What follows belongs to an exercise in optimizing a design on an open flow for small area; a production flow would make more cautious choices.
At most, simulation tests tie the RTL to the original design; equivalence was not proved.
Power and IR drop assume default switching activity.

==> inputs of run H <==
// CPU
module CPU
  ( input             clk
  , input             rst
  , output     [15:0] addr
  , input      [ 7:0] data_in
  , output     [ 7:0] data_out
  , output            rd_enable
  , output            wr_enable
  , input      [7:0]  int_pending
  , output     [7:0]  int_clear
  );
  reg [7:0]  op;       
  reg [4:0]  st;       
  reg        cb;       
  reg        intr;     
  reg        halted;
  reg        ime;
  reg [7:0]  a, b, c, d, e, h, l, w, z;
  reg [15:0] sp, pc;
  reg        zf, nf, hf, cf;
  reg        c16;      
  reg [2:0]  iq;       
  wire [1:0] p  = op[5:4];
  wire [2:0] oy = op[5:3];
  wire [2:0] oz = op[2:0];
  wire       oq = op[3];
  wire       x0 = op[7:6] == 2'd0;
  wire       x1 = op[7:6] == 2'd1;
  wire       x2 = op[7:6] == 2'd2;
  wire       x3 = op[7:6] == 2'd3;
  wire       y6 = oy == 3'd6;
  wire       z6 = oz == 3'd6;
  wire cond = (op[4] ? cf : zf) == op[3];
  wire s0  = st == 5'd0;
  wire s1  = st == 5'd1;
  wire s2  = st == 5'd2;
  wire s3  = st == 5'd3;
  wire s4  = st == 5'd4;
  wire s5  = st == 5'd5;
  wire s6  = st == 5'd6;
  wire s7  = st == 5'd7;
  wire s8  = st == 5'd8;
  wire s9  = st == 5'd9;
  wire s10 = st == 5'd10;
  wire s11 = st == 5'd11;
  wire s13 = st == 5'd13;
  wire s14 = st == 5'd14;
  wire s15 = st == 5'd15;
  wire s16 = st == 5'd16;
  wire s17 = st == 5'd17;
  wire s18 = st == 5'd18;
  wire s19 = st == 5'd19;
  wire s21 = st == 5'd21;
  wire s22 = st == 5'd22;
  wire s23 = st == 5'd23;
  wire ex = !intr & !cb;
  wire cx = cb;
  wire i_nop     = ex & op == 8'h00;
  wire i_ld16    = ex & x0 & oz == 3'd1 & !oq;
  wire i_addhl   = ex & x0 & oz == 3'd1 & oq;
  wire i_ldrra   = ex & x0 & oz == 3'd2 & !oq & !op[5];
  wire i_ldia    = ex & x0 & oz == 3'd2 & !oq & op[5];
  wire i_ldarr   = ex & x0 & oz == 3'd2 & oq & !op[5];
  wire i_ldai    = ex & x0 & oz == 3'd2 & oq & op[5];
  wire i_incdec16= ex & x0 & oz == 3'd3;
  wire i_incdec8 = ex & x0 & oz[2:1] == 2'd2 & !y6;
  wire i_incdechl= ex & x0 & oz[2:1] == 2'd2 & y6;
  ...
clock: 10.0 ns
lec_check: 0
cap_margin: 20
core_margin: 2
core_utilization: 30
slew_margin: 20
standard.sh (not shown) runs the stock make flow with config.mk's settings and CLKGATE_MAP_FILE= SYNTH_SCRIPT=/design/flow/synth_recipe.tcl, a recipe that flattens the netlist after the stock synthesis.
==> flow/flow/run.sh <==
#!/bin/bash
# Own layout flow: the standard ORFS flow with these changes.
#  - Synthesis maps the logic with an area-oriented ABC script
#    (flow/abc_area.script) instead of ORFS's delay-oriented one. Registers
#    are mapped before ABC runs, so they come out as in the standard synthesis.
#  - Clock tree synthesis uses clkbuf_8 buffers and no dummy loads.
#  - EXTRA_MAKE_ARGS (set below) passes further ORFS variables.
# Each tool writes its log under orfs/logs; make's own output goes to
# own_flow.log in the work folder.
set -euo pipefail
W=$(pwd)
F=$W/flow
{
  echo "proc abc {args} {"
  echo "  set i [lsearch -exact \$args -script]"
  echo "  if {\$i >= 0} { lset args [expr {\$i + 1}] $F/abc_area.script }"
  echo "  yosys abc {*}\$args"
  echo "}"
  cat "$W/synth_recipe.tcl"
} > "$W/own_synth.tcl"
EXTRA_MAKE_ARGS=""
sed "s|SYNTH_SCRIPT=[^ ]*|SYNTH_SCRIPT=$W/own_synth.tcl $EXTRA_MAKE_ARGS|" "$W/standard.sh" > "$W/own_standard.sh"
grep -q "SYNTH_SCRIPT=$W/own_synth.tcl" "$W/own_standard.sh"
export CTS_ARGS="-sink_clustering_enable -repair_clock_nets -dont_use_dummy_load -buf_list sky130_fd_sc_hd__clkbuf_8"
export BUFFER_PORTS_ARGS="-buffer_cell sky130_fd_sc_hd__buf_1"
bash "$W/own_standard.sh" finish > "$W/own_flow.log" 2>&1
==> flow/flow/abc_area.script <==
&get -n
&st
&dch -f
&nf -R 1000
&st
&dch -f
&nf -R 1000
&put
topo
stime -c
==> inputs of run R, as changes to run H <==
--- a/flow/flow/run.sh
+++ b/flow/flow/run.sh
@@ -23,4 +23,4 @@
 grep -q "SYNTH_SCRIPT=$W/own_synth.tcl" "$W/own_standard.sh"
 export CTS_ARGS="-sink_clustering_enable -repair_clock_nets -dont_use_dummy_load -buf_list sky130_fd_sc_hd__clkbuf_8"
-export BUFFER_PORTS_ARGS="-buffer_cell sky130_fd_sc_hd__buf_1"
+
 bash "$W/own_standard.sh" finish > "$W/own_flow.log" 2>&1
==> summary.md <==
| Metric | Value |
|---|---|
| Worst VDD drop | between 0.07 and 0.08 mV |
| Arr. time, crit path | slightly below 10 ns |
| Leakage power | approximately 4 nW |
| Post-DR vias/cell | between 6 and 7 |
| Sw Ratio | a little under two fifths |
| R2r setup slk | ~0.59 ns |
| Status | finished clean |
| Flop pwr share | 42.3% |
| F_max | roughly 110 MHz |
| Fraction of area in registers | 26.6% |
| Via Count | 11,400 |
[end of results for run R]
==> summary.md <==
| Metric | Value |
|---|---|
| Status | finished clean |
| Sw Ratio | between 30% and 40% |
| Req. time, crit path | 10.34 ns |
| Leakage power | ~3.8 nW |
| Arr. time, crit path | ~9.8 ns |
| Biggest Area Class | multi-input gates |
| Worst VDD drop | 0.0673 mV |
| R2r setup slk | between 0.5 and 0.6 ns |
| Largest family of logic cells by synthesized area | simple AND/OR/NAND/NOR gates |
| Most instantiated cells after synthesis | nor2_1 (272), nand2_1 (159), nor3_1 (115), dfxtp_1 (105), nand3_1 (58) |
| Flop pwr share | between 40% and 50% |
| Post-DR vias/cell | around 6.5 |
| Clock Sink Count | ~130 |
| Clk Latency, worst-skew pair | between 0.4 and 0.5 ns |
| Yosys cell types | 60 |
| Skew final | between 0.04 and 0.05 ns |
| Synth area leader | dfxtp_1 |
| Initial antenna violation count | 1 |
| F_max | between 100 and 150 MHz |
[end of results for run H]
No functional check of the RTL was part of any run of this note.


==> inputs of exp/fjord <==
Another version of the RTL of CPU (not shown whole).
Settings: LEC_CHECK=0, CAP_MARGIN=20, CORE_MARGIN=2, CORE_UTILIZATION=30, SLEW_MARGIN=20; clock period 10.0 ns.
==> flow/flow/run.sh <==
#!/bin/bash
# Own layout flow: the standard ORFS flow with two changes.
#  - Synthesis maps the logic with an area-oriented ABC script
#    (flow/abc_area.script) instead of ORFS's delay-oriented one. Registers
#    are mapped before ABC runs, so they come out as in the standard synthesis.
#  - Clock tree synthesis uses clkbuf_8 buffers and no dummy loads.
# Each tool writes its log under orfs/logs; make's own output goes to
# own_flow.log in the work folder.
set -euo pipefail
W=$(pwd)
F=$W/flow
{
  echo "proc abc {args} {"
  echo "  set i [lsearch -exact \$args -script]"
  echo "  if {\$i >= 0} { lset args [expr {\$i + 1}] $F/abc_area.script }"
  echo "  yosys abc {*}\$args"
  echo "}"
  cat "$W/synth_recipe.tcl"
} > "$W/own_synth.tcl"
sed "s|SYNTH_SCRIPT=[^ ]*|SYNTH_SCRIPT=$W/own_synth.tcl|" "$W/standard.sh" > "$W/own_standard.sh"
grep -q "SYNTH_SCRIPT=$W/own_synth.tcl" "$W/own_standard.sh"
export CTS_ARGS="-sink_clustering_enable -repair_clock_nets -dont_use_dummy_load -buf_list sky130_fd_sc_hd__clkbuf_8"
bash "$W/own_standard.sh" finish > "$W/own_flow.log" 2>&1
Scripts as last shown in full above: flow/flow/abc_area.script
==> exp/pepper: changes against exp/fjord <==
CORE_UTILIZATION = 45   (was 30)
==> exp/zinc: changes against exp/fjord <==
==> flow/run.sh (new file) <==
#!/bin/bash
# synth_recipe.tcl (not shown) runs the flow's synth.tcl, then flattens the netlist and writes it again
# the make line also repeats each setting of config.mk as NAME=value (left out here)
make -C /OpenROAD-flow-scripts/flow DESIGN_CONFIG=/design/flow/config.mk WORK_HOME=/design/flow/orfs CLKGATE_MAP_FILE= SYNTH_SCRIPT=/design/flow/synth_recipe.tcl finish
removed: flow/flow/run.sh
removed: flow/flow/abc_area.script
removed: flow/standard.sh
==> qor summary <==
| metric | exp/zinc | exp/fjord | exp/pepper |
|---|---|---|---|
| Die Span X | 202 µm | 179 µm | 147 µm |
| Result of the run | no timing/DRC/antenna violations | no timing/DRC/antenna violations | no timing/DRC/antenna violations |
| Required time of the critical path | 10190 ps | 10180 ps | 10190 ps |
| Die area | 40800 µm² | 32200 µm² | 21700 µm² |
| Hold path endpoint | sp[7]$_SDFFE_PP0P_ | halted$_SDFFE_PP0P_ | halted$_SDFFE_PP0P_ |
| Detailed-routed wire length on met3 | 5990 µm | 4570 µm | 5510 µm |
| Wire per inst | 29.4 µm | 26.9 µm | 27.9 µm |
| Hold_sp | sp[7]$_SDFFE_PP0P_ | halted$_SDFFE_PP0P_ | halted$_SDFFE_PP0P_ |
| Filler Cells Inserted | 4044 | 3271 | 2002 |
| Logic power comb | 381 µW | 293 µW | 296 µW |
| Terminus of the critical flop-to-flop path | w[6]$_DFFE_PP_ | z[7]$_DFFE_PP_ | z[7]$_DFFE_PP_ |
| Non-clk bufs | 117 | 97 | 105 |
| Global Route met2 Usage | 44.0% | 45.6% | 61.0% |
| Share of the final layout cell area in multi-input gates | 60.9% | 57.0% | 57.4% |


==> garnet <==
CPU, a different RTL version from the one above (not shown whole).
clock: 10.0 ns
lec_check: 0
cap_margin: 20
core_margin: 2
core_utilization: 30
slew_margin: 20
run.sh (not shown) runs the stock make flow with config.mk's settings and CLKGATE_MAP_FILE= SYNTH_SCRIPT=/design/flow/synth_recipe.tcl, a recipe that flattens the netlist after the stock synthesis.
Stock flow here: none of the scripts above is used.
==> tundra: changes against garnet <==
--- a/flow/design.v
+++ b/flow/design.v
@@ -167,15 +167,16 @@
   wire ab_ffc = s5 & (i_ldca | i_ldac);
   wire ab_ffz = s9 & (i_ldhw | i_ldhr);
   wire ab_vec = pc_vec;
   wire ab_pc  = !(ab_sp | ab_rsp | ab_hl | ab_bc | ab_de | ab_wz | ab_ffc |
                   ab_ffz | ab_vec);
-  wire k_ff  = sp_dec | (hl_step & op[4]) | (rr_step & op[3]);
+  wire u_pass = pc_wz | pc_hl | pc_vec | sp_hl;
+  wire u_dec  = sp_dec | (hl_step & op[4]) | (rr_step & op[3]);
+  wire k_ff  = u_dec | u_pass;
   wire k_z   = sp_rel | pc_rel;
   wire pc_inc = rd_c & ab_pc & !(i_ld16 & (s5 | s6 | s9 | s10));
-  wire cin16 = pc_inc | sp_inc | (hl_step & !op[4]) | (rr_step & !op[3]) |
-               wz_inc;
+  wire cin16 = !(u_dec | k_z);
   wire w16    = sp_dec | sp_inc | hl_step | rr_step | sp_rel | wz_inc | sp_hl;
   wire w16_hl = hl_step | (rr_step & p == 2'd2) | (sp_rel & i_ldhlsp);
   wire w16_bc = rr_step & p == 2'd0;
   wire w16_de = rr_step & p == 2'd1;
   wire w16_sp = sp_dec | sp_inc | (rr_step & p == 2'd3) | (sp_rel & i_addsp) |
@@ -223,22 +224,36 @@
       ({16{ab_hl}} & {h, l}) | ({16{ab_bc}} & {b, c}) |
       ({16{ab_de}} & {d, e}) | ({16{ab_wz}} & {w, z}) |
       ({16{ab_ffc}} & {8'hff, c}) | ({16{ab_ffz}} & {8'hff, z}) |
       ({16{ab_vec}} & {8'h00, vec});
   wire [7:0]  kk = ({8{k_z}} & z) | {8{k_ff}};
-  wire [16:0] cw;
+  wire [8:0]  cw;
   wire [15:0] u16;
-  wire [15:0] k16 = {{8{kk[7]}}, kk};
   assign cw[0] = cin16;
   genvar gi;
   generate
-    for (gi = 0; gi < 16; gi = gi + 1) begin : g_add16
-      assign u16[gi] = abus[gi] ^ k16[gi] ^ cw[gi];
-      assign cw[gi+1] = (abus[gi] & k16[gi]) | (abus[gi] & cw[gi]) |
-                        (k16[gi] & cw[gi]);
+    for (gi = 0; gi < 8; gi = gi + 1) begin : g_add16
+      assign u16[gi] = abus[gi] ^ kk[gi] ^ cw[gi];
+      assign cw[gi+1] = (abus[gi] & kk[gi]) | (abus[gi] & cw[gi]) |
+                        (kk[gi] & cw[gi]);
     end
   endgenerate
+  wire [7:0] ah = abus[15:8];
+  wire [8:0] ic, dc;
+  assign ic[0] = 1'b1;
+  assign dc[0] = 1'b1;
+  wire [7:0] ah_inc, ah_dec;
+  generate
+    for (gi = 0; gi < 8; gi = gi + 1) begin : g_incdec
+      assign ah_inc[gi] = ah[gi] ^ ic[gi];
+      assign ic[gi+1] = ah[gi] & ic[gi];
+      assign ah_dec[gi] = ah[gi] ^ dc[gi];
+      assign dc[gi+1] = !ah[gi] & dc[gi];
+    end
+  endgenerate
+  wire hi_chg = kk[7] ^ cw[8];
+  assign u16[15:8] = !hi_chg ? ah : (cw[8] ? ah_inc : ah_dec);
   wire c4w = cw[4];
   wire c8w = cw[8];
   wire a_arith = !oy[2] | (oy == 3'd7);
   wire a_sub   = (oy[2:1] == 2'd1) | (oy == 3'd7);
   wire a_cin   = a_sub ^ (oy[0] & !oy[2] & cf);
@@ -248,11 +263,11 @@
   wire x_ff = incdec & op[0];
   wire x_m  = (k_rhl | k_reg) & (k_bit | k_set);
   wire x_nm = (k_rhl | k_reg) & k_res;
   wire [7:0] mask = 8'd1 << oy;
   wire [7:0] xop = ({8{x_a}} & a) | ({8{x_l}} & l) | ({8{x_h}} & h) |
-                   ({8{x_m}} & mask) | ({8{x_nm}} & ~mask) | {8{x_ff}};
+                   (mask & {8{x_m}}) | (~mask & {8{x_nm}}) | {8{x_ff}};
   wire daa_lo = nf ? hf : (hf | (a[3:0] > 4'h9));
   wire daa_hi = nf ? cf : (cf | (a > 8'h99));
   wire [7:0] daa_k = nf ? {daa_lo | daa_hi, daa_lo & !daa_hi, daa_lo ^ daa_hi,
                            daa_lo, daa_lo, 1'b0, daa_lo, 1'b0}
                         : {1'b0, daa_hi, daa_hi, 1'b0, 1'b0, daa_lo, daa_lo, 1'b0};
@@ -275,28 +290,23 @@
                            (yop[gi] & carry[gi]);
     end
   endgenerate
   wire c4 = carry[4];
   wire c8 = carry[8];
-  reg [7:0] shr;
-  reg       shc;
-  always @* begin
-    case (oy)
-      3'd0: begin shr = {rbus[6:0], rbus[7]}; shc = rbus[7]; end
-      3'd1: begin shr = {rbus[0], rbus[7:1]}; shc = rbus[0]; end
-      3'd2: begin shr = {rbus[6:0], cf};      shc = rbus[7]; end
-      3'd3: begin shr = {cf, rbus[7:1]};      shc = rbus[0]; end
-      3'd4: begin shr = {rbus[6:0], 1'b0};    shc = rbus[7]; end
-      3'd5: begin shr = {rbus[7], rbus[7:1]}; shc = rbus[0]; end
-      3'd6: begin shr = {rbus[3:0], rbus[7:4]}; shc = 1'b0; end
-      default: begin shr = {1'b0, rbus[7:1]}; shc = rbus[0]; end
-    endcase
-  end
+  wire lin   = (oy == 3'd0 & rbus[7]) | (oy == 3'd2 & cf);
+  wire rin   = (oy == 3'd1 & rbus[0]) | (oy == 3'd3 & cf) |
+               (oy == 3'd5 & rbus[7]);
+  wire sh_sw = r_sh & oy == 3'd6;
+  wire sh_l  = r_sh & !oy[0] & !sh_sw;
+  wire sh_r  = r_sh & oy[0];
+  wire shc   = oy[0] ? rbus[0] : (rbus[7] & !sh_sw);
   wire r_or = !(r_sum | r_and | r_xor | r_sh);
-  wire [7:0] res = ({8{r_sum}} & sum) | ({8{r_and}} & (xop & yop)) |
-                   ({8{r_xor}} & (xop ^ yop)) | ({8{r_or}} & (xop | yop)) |
-                   ({8{r_sh}} & shr);
+  wire [7:0] res = ({8{r_sum}} & sum) | ({8{r_and | r_or}} & (xop & yop)) |
+                   ({8{r_xor | r_or}} & (xop ^ yop)) |
+                   ({8{sh_l}} & {rbus[6:0], lin}) |
+                   ({8{sh_r}} & {rin, rbus[7:1]}) |
+                   ({8{sh_sw}} & {rbus[3:0], rbus[7:4]});
   wire zres = ~|res;
   wire pop_af = s5 & i_pop & p == 2'd3;
   wire f_alu  = alu8 | incdec | x_l | x_h;         
   wire f_shift = r_sh;
   wire f_bit  = (k_rhl | k_reg) & k_bit;
==> flow/flow/run.sh (new file) <==
#!/bin/bash
# Own layout flow: the standard ORFS flow, except that synthesis maps the
# logic with an area-oriented ABC script (flow/abc_area.script) instead of
# ORFS's delay-oriented one. Registers are mapped before ABC runs, so they
# come out exactly as in the standard synthesis.
set -euo pipefail
W=$(pwd)
F=$W/flow
# Synthesis script: synth_recipe.tcl with yosys's abc command wrapped so that
# it uses our ABC script.
{
  echo "proc abc {args} {"
  echo "  set i [lsearch -exact \$args -script]"
  echo "  if {\$i >= 0} { lset args [expr {\$i + 1}] $F/abc_area.script }"
  echo "  yosys abc {*}\$args"
  echo "}"
  cat "$W/synth_recipe.tcl"
} > "$W/own_synth.tcl"
sed "s|SYNTH_SCRIPT=[^ ]*|SYNTH_SCRIPT=$W/own_synth.tcl|" "$W/standard.sh" > "$W/own_standard.sh"
grep -q "SYNTH_SCRIPT=$W/own_synth.tcl" "$W/own_standard.sh"
bash "$W/own_standard.sh" finish > "$W/own_flow.log" 2>&1
==> flow/flow/abc_area.script (new file) <==
&get -n
&st
&dch -f
&nf -R 1000
&st
&dch -f
&nf -R 1000
&put
topo
stime -c
==> flow/standard.sh (new file) <==
#!/bin/bash
# synth_recipe.tcl (not shown) runs the flow's synth.tcl, then flattens the netlist and writes it again
# the make line also repeats each setting of config.mk as NAME=value (left out here)
make -C /OpenROAD-flow-scripts/flow DESIGN_CONFIG=/design/flow/config.mk WORK_HOME=/design/flow/orfs CLKGATE_MAP_FILE= SYNTH_SCRIPT=/design/flow/synth_recipe.tcl "${@:-finish}"
removed: flow/run.sh
==> violet: changes against garnet <==
--- a/flow/design.v
+++ b/flow/design.v
@@ -167,15 +167,16 @@
   wire ab_ffc = s5 & (i_ldca | i_ldac);
   wire ab_ffz = s9 & (i_ldhw | i_ldhr);
   wire ab_vec = pc_vec;
   wire ab_pc  = !(ab_sp | ab_rsp | ab_hl | ab_bc | ab_de | ab_wz | ab_ffc |
                   ab_ffz | ab_vec);
-  wire k_ff  = sp_dec | (hl_step & op[4]) | (rr_step & op[3]);
+  wire u_pass = pc_wz | pc_hl | pc_vec | sp_hl;
+  wire u_dec  = sp_dec | (hl_step & op[4]) | (rr_step & op[3]);
+  wire k_ff  = u_dec | u_pass;
   wire k_z   = sp_rel | pc_rel;
   wire pc_inc = rd_c & ab_pc & !(i_ld16 & (s5 | s6 | s9 | s10));
-  wire cin16 = pc_inc | sp_inc | (hl_step & !op[4]) | (rr_step & !op[3]) |
-               wz_inc;
+  wire cin16 = !(u_dec | k_z);
   wire w16    = sp_dec | sp_inc | hl_step | rr_step | sp_rel | wz_inc | sp_hl;
   wire w16_hl = hl_step | (rr_step & p == 2'd2) | (sp_rel & i_ldhlsp);
   wire w16_bc = rr_step & p == 2'd0;
   wire w16_de = rr_step & p == 2'd1;
   wire w16_sp = sp_dec | sp_inc | (rr_step & p == 2'd3) | (sp_rel & i_addsp) |
@@ -223,22 +224,36 @@
       ({16{ab_hl}} & {h, l}) | ({16{ab_bc}} & {b, c}) |
       ({16{ab_de}} & {d, e}) | ({16{ab_wz}} & {w, z}) |
       ({16{ab_ffc}} & {8'hff, c}) | ({16{ab_ffz}} & {8'hff, z}) |
       ({16{ab_vec}} & {8'h00, vec});
   wire [7:0]  kk = ({8{k_z}} & z) | {8{k_ff}};
-  wire [16:0] cw;
+  wire [8:0]  cw;
   wire [15:0] u16;
-  wire [15:0] k16 = {{8{kk[7]}}, kk};
   assign cw[0] = cin16;
   genvar gi;
   generate
-    for (gi = 0; gi < 16; gi = gi + 1) begin : g_add16
-      assign u16[gi] = abus[gi] ^ k16[gi] ^ cw[gi];
-      assign cw[gi+1] = (abus[gi] & k16[gi]) | (abus[gi] & cw[gi]) |
-                        (k16[gi] & cw[gi]);
+    for (gi = 0; gi < 8; gi = gi + 1) begin : g_add16
+      assign u16[gi] = abus[gi] ^ kk[gi] ^ cw[gi];
+      assign cw[gi+1] = (abus[gi] & kk[gi]) | (abus[gi] & cw[gi]) |
+                        (kk[gi] & cw[gi]);
     end
   endgenerate
+  wire [7:0] ah = abus[15:8];
+  wire [8:0] ic, dc;
+  assign ic[0] = 1'b1;
+  assign dc[0] = 1'b1;
+  wire [7:0] ah_inc, ah_dec;
+  generate
+    for (gi = 0; gi < 8; gi = gi + 1) begin : g_incdec
+      assign ah_inc[gi] = ah[gi] ^ ic[gi];
+      assign ic[gi+1] = ah[gi] & ic[gi];
+      assign ah_dec[gi] = ah[gi] ^ dc[gi];
+      assign dc[gi+1] = !ah[gi] & dc[gi];
+    end
+  endgenerate
+  wire hi_chg = kk[7] ^ cw[8];
+  assign u16[15:8] = !hi_chg ? ah : (cw[8] ? ah_inc : ah_dec);
   wire c4w = cw[4];
   wire c8w = cw[8];
   wire a_arith = !oy[2] | (oy == 3'd7);
   wire a_sub   = (oy[2:1] == 2'd1) | (oy == 3'd7);
   wire a_cin   = a_sub ^ (oy[0] & !oy[2] & cf);
==> key figures <==
Floorplanning
  • Core area: 39600 sq um

Logic synthesis
  • Post-synthesis simple-gate area fraction: 0.277
  • Synth Area in XOR/XNOR: 0.0168
  • Avg Cell Area, Syn: 7.89 sq um
  • Proportion of synthesized area in mux cells: 0.0488

Pwr
  • P_int: 1.09 mW
  • Final Total Pwr: 1.69 mW

Clock network
  • Resized Gates After CTS: 0
  • Worst-Skew Late Latency: 0.45 ns

Finish
  • Multi-input gate area: 8390 sq um
  • Final nets: 1614
  • Inverter count: 74
  • Final core occ: 0.349
  • Seq/total area: 0.205

Drt
  • DR WL/cell: 29.8 um

Placed design
  • Post-DP HPWL: 48600 um

Status
  • Outcome: no timing/DRC/antenna violations
That was violet.
==> key figures <==
Status
  • Outcome: no timing/DRC/antenna violations

Placed design
  • Post-DP HPWL: 35300 um

Finish
  • Final core occ: 0.367
  • Inverter count: 64
  • Seq/total area: 0.254
  • Multi-input gate area: 6180 sq um

Logic synthesis
  • Avg Cell Area, Syn: 7.62 sq um
  • Synth Area in XOR/XNOR: 0.0209

Clock network
  • Worst-Skew Late Latency: 0.44 ns
  • Resized Gates After CTS: 0

Floorplanning
  • Core area: 30400 sq um

Pwr
  • P_int: 987 uW
  • Final Total Pwr: 1.51 mW

Drt
  • DR WL/cell: 26.6 um
That was tundra.
==> key figures <==
Clock network
  • Clk sink count: 130
  • Worst-Skew Late Latency: 0.45 ns
  • Resized Gates After CTS: 13

Logic synthesis
  • Post-synthesis simple-gate area fraction: 0.270
  • Compound-Gate Fraction of Synth Area: 0.278
  • Avg Cell Area, Syn: 7.70 sq um
  • Proportion of synthesized area in mux cells: 0.0466

Status
  • Outcome: no timing/DRC/antenna violations

Pwr
  • P_int: 1.06 mW
  • Top power group: the clock network

Finish
  • Inverter count: 73
  • Final core occ: 0.386
  • Multi-input gate area: 7460 sq um
  • Seq/total area: 0.206

Placed design
  • Post-DP HPWL: 44000 um

Global routing
  • Vias in the first global route: 12200

Floorplanning
  • Core area: 35700 sq um
That was garnet.
The RTL of garnet and violet was laid out without a check of its function.

afterwards: timing with drivers on the ports:
The flow's constraints put no driver on any port. The routed layouts listed below were extracted and timed again, unchanged, in two steps. Step 1: set_driving_cell puts a clkbuf_16 on clk and a buf_2 on each other input, an assumption about the parent block. Step 2 times the ports against the registers' clock, not the clock port: input delays grow and output delays shrink by t, the midpoint of the rising clock arrivals with the driver on. Slacks: no drivers / after step 1 / after step 2; pairs: no drivers / after step 1.
run | t (ns) | slack for setup (ns) | worst slew at a driven data input, ns | pins driven straight from the clock port
run H | 0.484 | 0.524 / 0.524 / 0.524 | 0.04 | 1
run R | 0.483 | 0.590 / 0.590 / 0.590 | 0.04 | 1
exp/fjord | 0.495 | 0.456 / 0.456 / 0.456 | 0.05 | 1
exp/pepper | 0.492 | 0.498 / 0.498 / 0.498 | 0.04 | 1
exp/zinc | 0.502 | 0.389 / 0.389 / 0.389 | 0.05 | 1
garnet | 0.489 | 0.344 / 0.344 / 0.344 | 0.04 | 1
tundra | 0.481 | 0.407 / 0.407 / 0.407 | 0.05 | 1
violet | 0.489 | 0.809 / 0.809 / 0.809 | 0.04 | 1
After both steps setup and hold are still met in every run listed.
